Context: an optimization exercise on an open-source flow, tuned for small area and a short achievable clock period. The choices shown serve that exercise and are no tape-out recipe. Function was checked by simulation only, so behaviour that the tests miss may differ from the original.

==> flow/design.v <==
module bcdToBinary(
	input [12:0]operand,  
	output reg [10:0]binaryOperand
);
always @(operand) 
	begin
		if(operand[12] == 0)
		begin
			binaryOperand <= ((operand[11:8]* 8'b1100100) + (operand[7:4] * 4'b1010) + operand[3:0]);
		end
		else
			binaryOperand[10:0] <= (~((operand[11:8]* 8'b1100100) + (operand[7:4] * 4'b1010) + operand[3:0]) + 1'b1);
	end
endmodule
module binaryToBcd(
	input [20:0]binaryAnswer,  
	input sign,
	output wire [24:0]bcdAnswer
);
	reg [3:0]ones;
	reg [3:0]tens;
	reg [3:0]hundreds;
	reg [3:0]thousands;
	reg [3:0]tenThousands;
	reg [3:0]hundredThousands;
	assign bcdAnswer = {sign, hundredThousands, tenThousands, thousands, hundreds, tens, ones};
	integer i;
	always @(binaryAnswer)
		begin
			ones = 4'b0000;
			tens = 4'b0000;
			hundreds = 4'b0000;
			thousands = 4'b0000;
			tenThousands = 4'b0000;
			hundredThousands = 4'b0000;
			for(i = 19; i >= 0; i=i-1) 
			begin
				if(hundredThousands >= 5)
					hundredThousands = hundredThousands + 3;
				if(tenThousands >= 5)
					tenThousands = tenThousands + 3;
				if(thousands >= 5)
					thousands = thousands + 3;
				if(hundreds >= 5)	
					hundreds = hundreds + 3;
				if(tens >= 5)
					tens = tens + 3;
				if(ones >= 5)
					ones = ones + 3;
				hundredThousands = hundredThousands << 1;
				hundredThousands[0] = tenThousands[3];
				tenThousands = tenThousands << 1;
				tenThousands[0] = thousands[3];
				thousands = thousands << 1;
				thousands[0] = hundreds[3];
				hundreds = hundreds << 1;
				hundreds[0] = tens[3];
				tens = tens << 1;
				tens[0] = ones[3];
				ones = ones << 1;
				ones[0] = binaryAnswer[i]; 
			end
		end
endmodule
 module seg7 (number, hex);
	input [3:0]number;
	output reg [0:6]hex;
	always@(number)
		case(number)  
			4'b0000: hex = 7'b1000000;  
			4'b0001: hex = 7'b1111001;  
			4'b0010: hex = 7'b0100100;  
			4'b0011: hex = 7'b0110000;  
			4'b0100: hex = 7'b0011001;  
			4'b0101: hex = 7'b0010010;  
			4'b0110: hex = 7'b0000010;  
			4'b0111: hex = 7'b1111000;  
			4'b1000: hex = 7'b0000000;  
			4'b1001: hex = 7'b0011000;  
			4'b1010: hex = 7'b0111111;  
			default: hex = 7'b1111111;  
		endcase 	
endmodule
module calculator(
input Clock,
input [10:0]binaryOperand1,  
input [10:0]binaryOperand2,
input [3:0]operator,
output reg [20:0]answer,
output reg sign
);
	reg [3:0]selectedOperator;
	wire [10:0]normieOperand1 = ~binaryOperand1 + 1'b1; 
	wire [10:0]normieOperand2 = ~binaryOperand2 + 1'b1;
	always @(posedge Clock)
		begin
			case(operator) 
				4'b1101: 
					begin
						sign = (binaryOperand1[10] ^ binaryOperand2[10]);  
						if((binaryOperand1[10] == 0) && (binaryOperand2[10] == 0)) 
							answer = binaryOperand1 * binaryOperand2;
						else if((binaryOperand1[10] == 1) && (binaryOperand2[10] == 0))  
						begin
							answer = normieOperand1 * binaryOperand2; 
						end
						else if((binaryOperand1[10] == 0) && (binaryOperand2[10] == 1))  
						begin
							answer = binaryOperand1 * normieOperand2;
						end
						else if ((binaryOperand1[10] == 1) && (binaryOperand2[10] == 1)) 
							answer = (normieOperand1 * normieOperand2);
					end
				4'b1110: 
					begin
						answer = {{10{binaryOperand1[10]}}, binaryOperand1} - {{10{binaryOperand2[10]}}, binaryOperand2}; 
						if (answer[20] == 1)
						begin
							sign = 1;  
							answer = ~answer + 1'b1;  
						end
						else
							sign = 0; 
					end
				4'b1111: 
					begin
						answer = {{10{binaryOperand1[10]}}, binaryOperand1} + {{10{binaryOperand2[10]}}, binaryOperand2}; 
						if (answer[20] == 1)
						begin
							sign = 1;  
							answer = ~answer + 1'b1;  
						end
						else
							sign = 0; 
					end
				default: answer = answer;
			endcase
		end
endmodule
module calc_core (
	input clk,
	input [12:0] op_a,       
	input [12:0] op_b,       
	input [3:0] operator,    
	output [6:0] hex0,       
	output [6:0] hex1,
	output [6:0] hex2,
	output [6:0] hex3,
	output [6:0] hex4,
	output [6:0] hex5,       
	output [6:0] hex6        
);
	wire [10:0] binaryOperand1;
	wire [10:0] binaryOperand2;
	wire [20:0] binaryAnswer;
	wire sign;
	wire [24:0] bcdAnswer;
	bcdToBinary u_bin1 (op_a, binaryOperand1);
	bcdToBinary u_bin2 (op_b, binaryOperand2);
	calculator u_calc (clk, binaryOperand1, binaryOperand2, operator, binaryAnswer, sign);
	binaryToBcd u_bcd (binaryAnswer, sign, bcdAnswer);
	wire [3:0] signDigit = bcdAnswer[24] ? 4'b1010 : 4'b0000;
	seg7 u_seg0 (bcdAnswer[3:0], hex0);
	seg7 u_seg1 (bcdAnswer[7:4], hex1);
	seg7 u_seg2 (bcdAnswer[11:8], hex2);
	seg7 u_seg3 (bcdAnswer[15:12], hex3);
	seg7 u_seg4 (bcdAnswer[19:16], hex4);
	seg7 u_seg5 (bcdAnswer[23:20], hex5);
	seg7 u_seg6 (signDigit, hex6);
endmodule
==> flow/run.sh <==
#!/bin/bash
# synth_recipe.tcl (not shown) runs the flow's synth.tcl, then flattens the netlist and writes it again
# the make line also repeats each setting of config.mk as NAME=value (left out here)
make -C /OpenROAD-flow-scripts/flow DESIGN_CONFIG=/design/flow/config.mk WORK_HOME=/design/flow/orfs CLKGATE_MAP_FILE= SYNTH_SCRIPT=/design/flow/synth_recipe.tcl finish
==> flow/config.mk <==
export PLATFORM = sky130hd
export DESIGN_NAME = calc_core
export DESIGN_NICKNAME = calc_core
export VERILOG_FILES = /design/flow/design.v
export SDC_FILE = /design/flow/constraint.sdc
export NUM_CORES = 4
export LEC_CHECK = 0
export CAP_MARGIN = 20
export CORE_MARGIN = 2
export CORE_UTILIZATION = 40
export SLEW_MARGIN = 20
==> flow/constraint.sdc <==
create_clock -name core_clock -period 20.0 [get_ports {clk}]
set_input_delay 4.0000 -clock core_clock [delete_from_list [all_inputs] [get_ports {clk}]]
set_output_delay 4.0000 -clock core_clock [all_outputs]
set_load 0.01 [all_outputs]
==> results of run 1 <==
==> cell families (layout without fill, tap and decap cells) <==
family,count (synthesis),count (layout)
compound gates,864,864
buf+inv,771,872
fa+ha+maj,664,664
xor+xnor,215,215
flops,21,21
simple gates,1218,1218
mux,65,65
==> worst max-delay path, delay by kind of cell (launching register included) <==
family,cells,cell delay (ns)
fa+ha+maj,15,2.92
simple gates,24,4.75
buf+inv,16,1.45
compound gates,24,4.86
mux,1,0.22
xor+xnor,2,0.33
flops,1,0.38
==> worst paths after layout <==
path	cells after the start	end	slack, ns	startpoint
setup / recovery	82	hex4[5]	0.83	u_calc.answer[18]
hold / removal	3	u_calc.sign	4.51	operator[3]
==> repair_timing <==
action | CTS | global route
resized for setup | 33 | 117
hold endpoints to repair | 0 | 0
buffers inserted | 12 | 49
endpoints found under the setup margin | 18 | 35
pin swaps | 7 | 44
==> registers in the layout (all words and copies together) (netlist names) <==
signal / flops
u_calc.answer: 20
u_calc.sign: 1
==> stage by stage <==
step           utilization, %  area (um2)  setup WS, ns  setup TNS [ns]
6_report                 45.3       32300         0.828               0
5_1_grt                  45.3       32300        -0.164          -0.781
4_1_cts                  44.0       31400       -0.0416         -0.0416
3_5_place_dp             43.6       31100        -0.452           -3.66
3_3_place_gp             43.6       31100        -0.140          -0.790
2_1_floorplan               -       28700        0.0501               0
==> metal layers <==
| layer | part of all wire (%) | vias to the layer above | wire [um] | track usage [%] |
|---|---|---|---|---|
| met5 | 0 | - | 0 | 0 |
| met4 | 3.5 | 0 | 2890 | 7.01 |
| met3 | 4.0 | 150 | 3280 | 1.68 |
| met2 | 47 | 631 | 39000 | 37.4 |
| met1 | 45 | 12911 | 37000 | 29.2 |
| li1 | - | 13105 | - | - |
==> synth_stat cells (all sizes together), types with 42 or more instances <==
cell type    n  share of area [%]
a21oi      209                3.7
nand3       58                1.0
clkbuf     135                1.8
nor3        97                1.8
xnor2      178                5.6
and2        75                1.7
fa         328                 23
nand2      394                5.2
o21bai      42                1.1
ha         333                 15
nor2       395                5.2
inv        587                7.7
a211oi      57                1.5
o21ai      182                3.3
mux2i       43                1.6
==> layout make-up <==
class                           count  area, um2
Clock buffer                        4       78.8
Inverter                          600       2250
Fill cell                        7165      39000
Timing Repair Buffer              268       2230
Sequential cell                    21        631
Multi-Input combinational cell   3026      25900
Tap cell                          950       1190
==> layout by cell type (no fill, tap or decap), types with 35 or more instances in the layout <==
cell type,count
a211oi_1,50
a21o_1,37
a21oi_1,192
and2_1,71
buf_4,188
clkdlybuf4s50_1,68
fa_1,328
ha_1,319
inv_1,575
mux2i_1,35
nand2_1,390
nand2b_1,36
nand3_1,53
nor2_1,383
nor3_1,84
o21ai_0,146
o21bai_1,41
xnor2_1,154
==> out/results.txt, run 1 <==
Fin crit share -> 95.9%
Synth Cell Area -> 28700 um2
Top Ports -> 80
Top_reg_cell synth -> edfxtp_1
CP Launch Type -> register
Reg clk slew, reported paths -> 0.06 ns
Rel. slew slack -> 26.0%
Run status -> complete, no violations
Gate Count Post-Synth -> 3818
Vias in the first global route -> 25703
Layout Nets -> 4612
Top cell by count, worst path -> inv_1
Fin. Hold Viols -> 0
Worst path slowest cell -> or4_4
Layout cells sized above 1 -> 11.5%
CTS Hold Bufs -> 0
Max frequency -> 0.0522 GHz
Flops & latches, synth -> 21
CTS root buf -> clkbuf_16
Worst setup EP type -> primary output
Placed insts -> 4804
Crit Path Category -> reg2out
Clock Tree Buf Depth -> 2
Initial drt markers -> 1785
Hpwl dp -> 63300 um
Ant. Diodes -> 0
Residual DRC -> 0
Crit path time final -> 19.17 ns
Initial Utilization -> 40.3%
Syn-to-layout area delta -> 12.3%
Cell Count, Final, Fillers Out -> 4869
Synth Area in Compound Gates -> 21.0%
WL/cell -> 16.9 um
CTS tree -> yes
Final setup fails -> 0
Max Slew Vio Count -> 0
Crit path required time -> 16.00 ns
Die area -> 73900 um2
Die height -> 272 um
Mux cell area share after synthesis -> 2.43%
Adder-cell share of the synthesized area -> 37.5%
ANT nets after route -> 0
Largest family of logic cells by synthesized area -> adder cells
Max stage delay on crit path -> 0.55 ns
Initial antenna violation count -> 1
Vias -> 26797
Synth Area in XOR/XNOR -> 6.87%
Hold WS -> 4.51 ns
Count of buffers from port buffering -> 79
Post-Syn Nets -> 4510
Post-Synth Simple-Gate Area -> 19.6%
TritonRoute pass-1 iters -> 5
Avg Cell Area, Syn -> 7.52 um2
First-pass GRT wire length -> 133000 um
CP Max Fanout -> 9
Post-synth EDFFs -> 21
Ys async rst share -> 0%
Total CTS buffers -> 3
Die Span X -> 272 um
FP Rows -> 98
Hold crit path type -> in2reg
GPL Wtd Cong -> 0.893
Core area -> 71200 um2
Clk sinks -> 21
Post-synth cell types -> 128
Ys Warns -> 4
Seq/Total Area, Yosys -> 2.20%
H-tree depth -> 1
Worst-Margin Slew -> 1.10 ns
WP data arrival -> 15.17 ns
Total gr overflow -> 0
Vias per cell -> 5.50
Largest net degree at the start of global routing -> 40
Max cap viols -> 0
Routed WL -> 82100 um
Total track usage -> 21.8%
==> run 2: changes to the inputs <==
==> flow/design.v (replaced) <==
module bcdToBinary(
	input [11:0] digits,
	output [9:0] mag
);
	assign mag = digits[11:8] * 7'd100 + digits[7:4] * 4'd10 + digits[3:0];
endmodule
module binaryToBcd(
	input [19:0] bin,
	output [23:0] bcd
);
	reg [43:0] s;
	integer i, d;
	always @(*) begin
		s = {24'd0, bin};
		for (i = 0; i < 20; i = i + 1) begin
			for (d = 0; d < 6; d = d + 1)
				if (s[20 + 4*d +: 4] >= 4'd5)
					s[20 + 4*d +: 4] = s[20 + 4*d +: 4] + 4'd3;
			s = s << 1;
		end
	end
	assign bcd = s[43:20];
endmodule
module seg7 (
	input [3:0] number,
	output reg [6:0] hex
);
	always @(*)
		case (number)
			4'd0: hex = 7'b1000000;
			4'd1: hex = 7'b1111001;
			4'd2: hex = 7'b0100100;
			4'd3: hex = 7'b0110000;
			4'd4: hex = 7'b0011001;
			4'd5: hex = 7'b0010010;
			4'd6: hex = 7'b0000010;
			4'd7: hex = 7'b1111000;
			4'd8: hex = 7'b0000000;
			4'd9: hex = 7'b0011000;
			default: hex = 7'bxxxxxxx;
		endcase
endmodule
module calculator(
	input Clock,
	input signA,
	input [9:0] magA,
	input signB,
	input [9:0] magB,
	input [3:0] operator,
	output reg [19:0] answer,
	output reg sign
);
	wire isMul = (operator == 4'd13);
	wire load = (operator[3:2] == 2'b11) && (operator[1:0] != 2'b00);
	wire [19:0] prod = magA * magB;
	wire negA = signA && (magA != 10'd0);
	wire negB = signB && (magB != 10'd0);
	wire subB = negB ^ (operator[1:0] == 2'b10);
	wire [11:0] va = negA ? -{2'b00, magA} : {2'b00, magA};
	wire [11:0] vb = subB ? -{2'b00, magB} : {2'b00, magB};
	wire [11:0] sum = va + vb;
	wire [10:0] sumMag = sum[11] ? -sum[10:0] : sum[10:0];
	always @(posedge Clock)
		if (load) begin
			if (isMul) begin
				answer <= prod;
				sign <= negA ^ negB;
			end else begin
				answer <= {9'd0, sumMag};
				sign <= sum[11];
			end
		end
endmodule
module calc_core (
	input clk,
	input [12:0] op_a,       
	input [12:0] op_b,       
	input [3:0] operator,    
	output [6:0] hex0,       
	output [6:0] hex1,
	output [6:0] hex2,
	output [6:0] hex3,
	output [6:0] hex4,
	output [6:0] hex5,       
	output [6:0] hex6        
);
	wire [9:0] magA, magB;
	bcdToBinary u_bin1 (op_a[11:0], magA);
	bcdToBinary u_bin2 (op_b[11:0], magB);
	wire [19:0] answer;
	wire sign;
	calculator u_calc (clk, op_a[12], magA, op_b[12], magB, operator, answer, sign);
	wire [23:0] bcd;
	binaryToBcd u_bcd (answer, bcd);
	seg7 u_seg0 (bcd[3:0], hex0);
	seg7 u_seg1 (bcd[7:4], hex1);
	seg7 u_seg2 (bcd[11:8], hex2);
	seg7 u_seg3 (bcd[15:12], hex3);
	seg7 u_seg4 (bcd[19:16], hex4);
	seg7 u_seg5 (bcd[23:20], hex5);
	assign hex6 = sign ? 7'b0111111 : 7'b1000000;
endmodule
==> run 2 against run 1 <==
- via count down 39%
- fmax up 0.27%
- non-clock buffer count down 92
- flip-flop and latch count unchanged
- clock-buffer cell count down 1
- final cell count down 42%
- core utilization up 0.66 points
- critical endpoint is now hex3[5]
- sequential share of layout area up 1.4 points
- routed wire length down 50%
==> out/results.txt, run 2 <==
Number of fill cells -> 4030 (-44%)
TritonRoute pass-1 iters -> 6 (+1)
Final Core Density -> 45.9% (+0.66 points)
ANT nets after route -> 0 (unchanged)
Fin. Hold Viols -> 0 (unchanged)
CP Max Fanout -> 8 (-1)
Pre-CTS setup slack -> -0.547 ns (-0.0951 ns)
Clock Tree Buf Depth -> 2 (unchanged)
Layout cells sized above 1 -> 13.1% (+1.7 points)
Die height -> 206 um (-24%)
Syn-to-layout area delta -> 13.8%
GPL Wtd Cong -> 0.831 (-6.9%)
WL/cell -> 14.5 um (-14%)
Gate Count Post-Synth -> 2206 (-42%)
Final setup margin -> 0.878 ns (+0.0508 ns)
Max Slew Vio Count -> 0 (unchanged)
Fin crit share -> 95.6% (-0.25 points)
Initial antenna violation count -> 0 (-1)
Total gr overflow -> 0 (unchanged)
CTS root buf -> clkbuf_16
Residual DRC -> 0 (unchanged)
Crit path time final -> 19.12 ns (-0.0508 ns)
Clk sinks -> 21 (unchanged)
H-tree depth -> 1 (unchanged)
Hpwl dp -> 31800 um (-50%)
Core area -> 40600 um2 (-43%)
Ys async rst share -> 0% (unchanged)
Hold WS -> 4.69 ns (+0.180 ns)
DP Area -> 18000 um2 (-42%)
Top cells by count, synth -> 200 x inv_1, 186 x nand2_1, 184 x ha_1
Synth Cell Area -> 16400 um2 (-43%)
Worst setup EP type -> primary output
Max reg flops -> 20 (unchanged)
Total CTS buffers -> 3 (unchanged)
Rel. slew slack -> 34.0% (+8.0 points)
Most common cell after layout, fill and taps aside -> inv_1
Worst path slowest cell -> or4_4
Initial Utilization -> 40.3% (+0.048 points)
Cell type with the highest aggregate area in the netlist -> ha_1
Total track usage -> 18.7% (-3.1 points)
Worst-Margin Slew -> 0.979 ns (-0.125 ns)
Setup tns final -> 0 ns (unchanged)
Post-Syn Nets -> 2494 (-45%)
Post-synth cell types -> 142 (+11%)
Ys Warns -> 3 (-1)
Run status -> complete, no violations
Routed WL -> 40800 um (-50%)
Max stage delay on crit path -> 0.58 ns (+0.03 ns)
Hold crit path type -> in2reg
Area share of the largest cell type after synthesis -> 14.0% (-8.8 points)
CTS Hold Bufs -> 0 (unchanged)
FP Rows -> 74 (-24%)
Layout Nets -> 2572 (-44%)
Max frequency -> 0.0523 GHz (+0.27%)
Final setup fails -> 0 (unchanged)
Max cap viols -> 0 (unchanged)
Vias in the first global route -> 15514 (-40%)
Die area -> 42600 um2 (-42%)
RSZ-0062 raised after global routing -> true
Crit path required time -> 16.00 ns (about the same)
First-pass GRT wire length -> 69900 um (-47%)
Vias per cell -> 5.79 (+5.3%)
WP data arrival -> 15.12 ns (-0.05 ns)
Vias -> 16312 (-39%)
Synth area leaders -> ha_1 14%, fa_1 8.9%, inv_1 4.6%, a21oi_1 4.5%, xnor2_1 4.3%
Top-count cell post-synth -> inv_1
CTS tree -> yes
Seq/Total Area, Yosys -> 3.85% (+1.6 points)
Reg clk slew, reported paths -> 0.07 ns (about the same)
Top Ports -> 80 (unchanged)
Most frequent cells in the layout -> 199 x inv_1, 184 x nand2_1, 173 x ha_1, 170 x nor2_1, 144 x a21oi_1
CP Launch Type -> register
Crit path from -> u_calc.answer[18]
Crit path to -> hex3[5]
Count of buffers from port buffering -> 79 (unchanged)
Crit Path Category -> reg2out
Die Span X -> 206 um (-24%)
Post-synth EDFFs -> 21 (unchanged)
Top_reg_cell synth -> edfxtp_1
Avg Cell Area, Syn -> 7.43 um2 (-1.1%)
Final std cell area, no fill -> 18700 um2 (-42%)
Ant. Diodes -> 0 (unchanged)
Initial drt markers -> 1173 (-34%)
Flops & latches, synth -> 21 (unchanged)
Largest net degree at the start of global routing -> 32 (-20%)
==> run 2: cell count changes after synthesis, moves of 16 or more <==
cell	before	now
a211oi_1	55	31
a21oi_1	202	149
clkbuf_1	135	70
fa_1	328	73
ha_1	333	184
inv_1	580	200
nand2_1	392	186
nand2b_1	37	18
nand3_1	56	72
nor2_1	392	173
nor3_1	93	60
o21ai_0	156	90
xnor2_1	172	80
==> run 2: metal layers <==
layer	up-vias	GRT usage, %	share of wire, %
met4	0	3.39	1.1
met3	37	0.662	2.4
met2	314	34.2	50
li1	8249	-	-
met5	-	0	0
met1	7712	24.6	47
==> run 2: worst min path at each step <==
| stage | depth (start not counted) | to | startpoint |
|---|---|---|---|
| global route | 5 | u_calc.sign | op_b[12] |
| CTS | 5 | u_calc.sign | op_b[12] |
| global placement | 5 | u_calc.sign | op_b[12] |
| finish | 5 | u_calc.sign | op_b[12] |
| floorplan | 2 | u_calc.answer[0] | op_b[0] |
| detailed placement | 2 | hex6[6] | u_calc.sign |
==> run 2: layout make-up <==
class / count / area, um2 / area share, %
Clock buffer: 3 / 75.1 / 0.402
Clock inverter: 1 / 5.00 / 0.0268
Inverter: 211 / 795 / 4.26
Multi-Input combinational cell: 1871 / 15000 / 80.1
Sequential cell: 21 / 631 / 3.38
Tap cell: 532 / 666 / 3.57
Timing Repair Buffer: 176 / 1540 / 8.27
==> run 2: timing repair <==
item / CTS / global route
cloned: 0 / 1
gates resized for setup: 13 / 86
pin swaps: 4 / 13
setup buffers: 3 / 18
endpoints found under the setup margin: 35 / 35
==> run 2: critical path, delay by kind of cell (launching register included) <==
family                     cells  cell delay, ns
muxes                          3            0.68
xor gates and xnor gates       3            0.73
DFF                            1            0.38
and+or+nand+nor               20            3.83
AOI/OAI and AO/OA             20            4.85
buffers and inverters         12            1.69
adders and majority gates     12            2.66
==> run 2: kinds of logic (layout without fill, tap and decap cells) <==
logic type      after synthesis  in the layout  synth area share [%]
fa+ha+maj                   259            259                  23.1
mux                          62             62                  4.19
buf+inv                     315            391                  7.75
flops                        21             21                  3.85
compound gates              690            691                  31.6
xor+xnor                    114            114                  6.77
simple gates                745            745                  22.8
==> run 2: stage by stage <==
step / instances
finish: 2815
global placement: 2789
detailed placement: 2789
CTS: 2796
floorplan: 2206
global route: 2815

-- separate check: timing with driven ports --
How much do the figures lean on ideal ports? The routed layouts below were timed once more, with nothing changed but the port constraints.
Step 1 (the two cells are an assumption about what drives the block):
set clk [get_ports {clk}]
set_driving_cell -lib_cell sky130_fd_sc_hd__clkbuf_16 $clk
set_driving_cell -lib_cell sky130_fd_sc_hd__buf_2 [delete_from_list [all_inputs] $clk]
Step 2 also shifts input and output timing later by t, the mid clock arrival at the registers, as if the neighbouring blocks saw the same clock.
Three values: ideal, step 1, step 2; two values: the first two.
run	shift t [ns]	setup slack, ns	hold WS [ns]	worst register clock-pin slew, ns	pins driven straight from the clock port
run 1	0.315	0.828 / 0.777 / 1.092	4.513 / 4.497 / 4.812	0.06 / 0.06	1
run 2	0.305	0.878 / 0.836 / 1.141	4.694 / 4.675 / 4.980	0.07 / 0.07	1
After both steps every run listed still meets setup and hold.
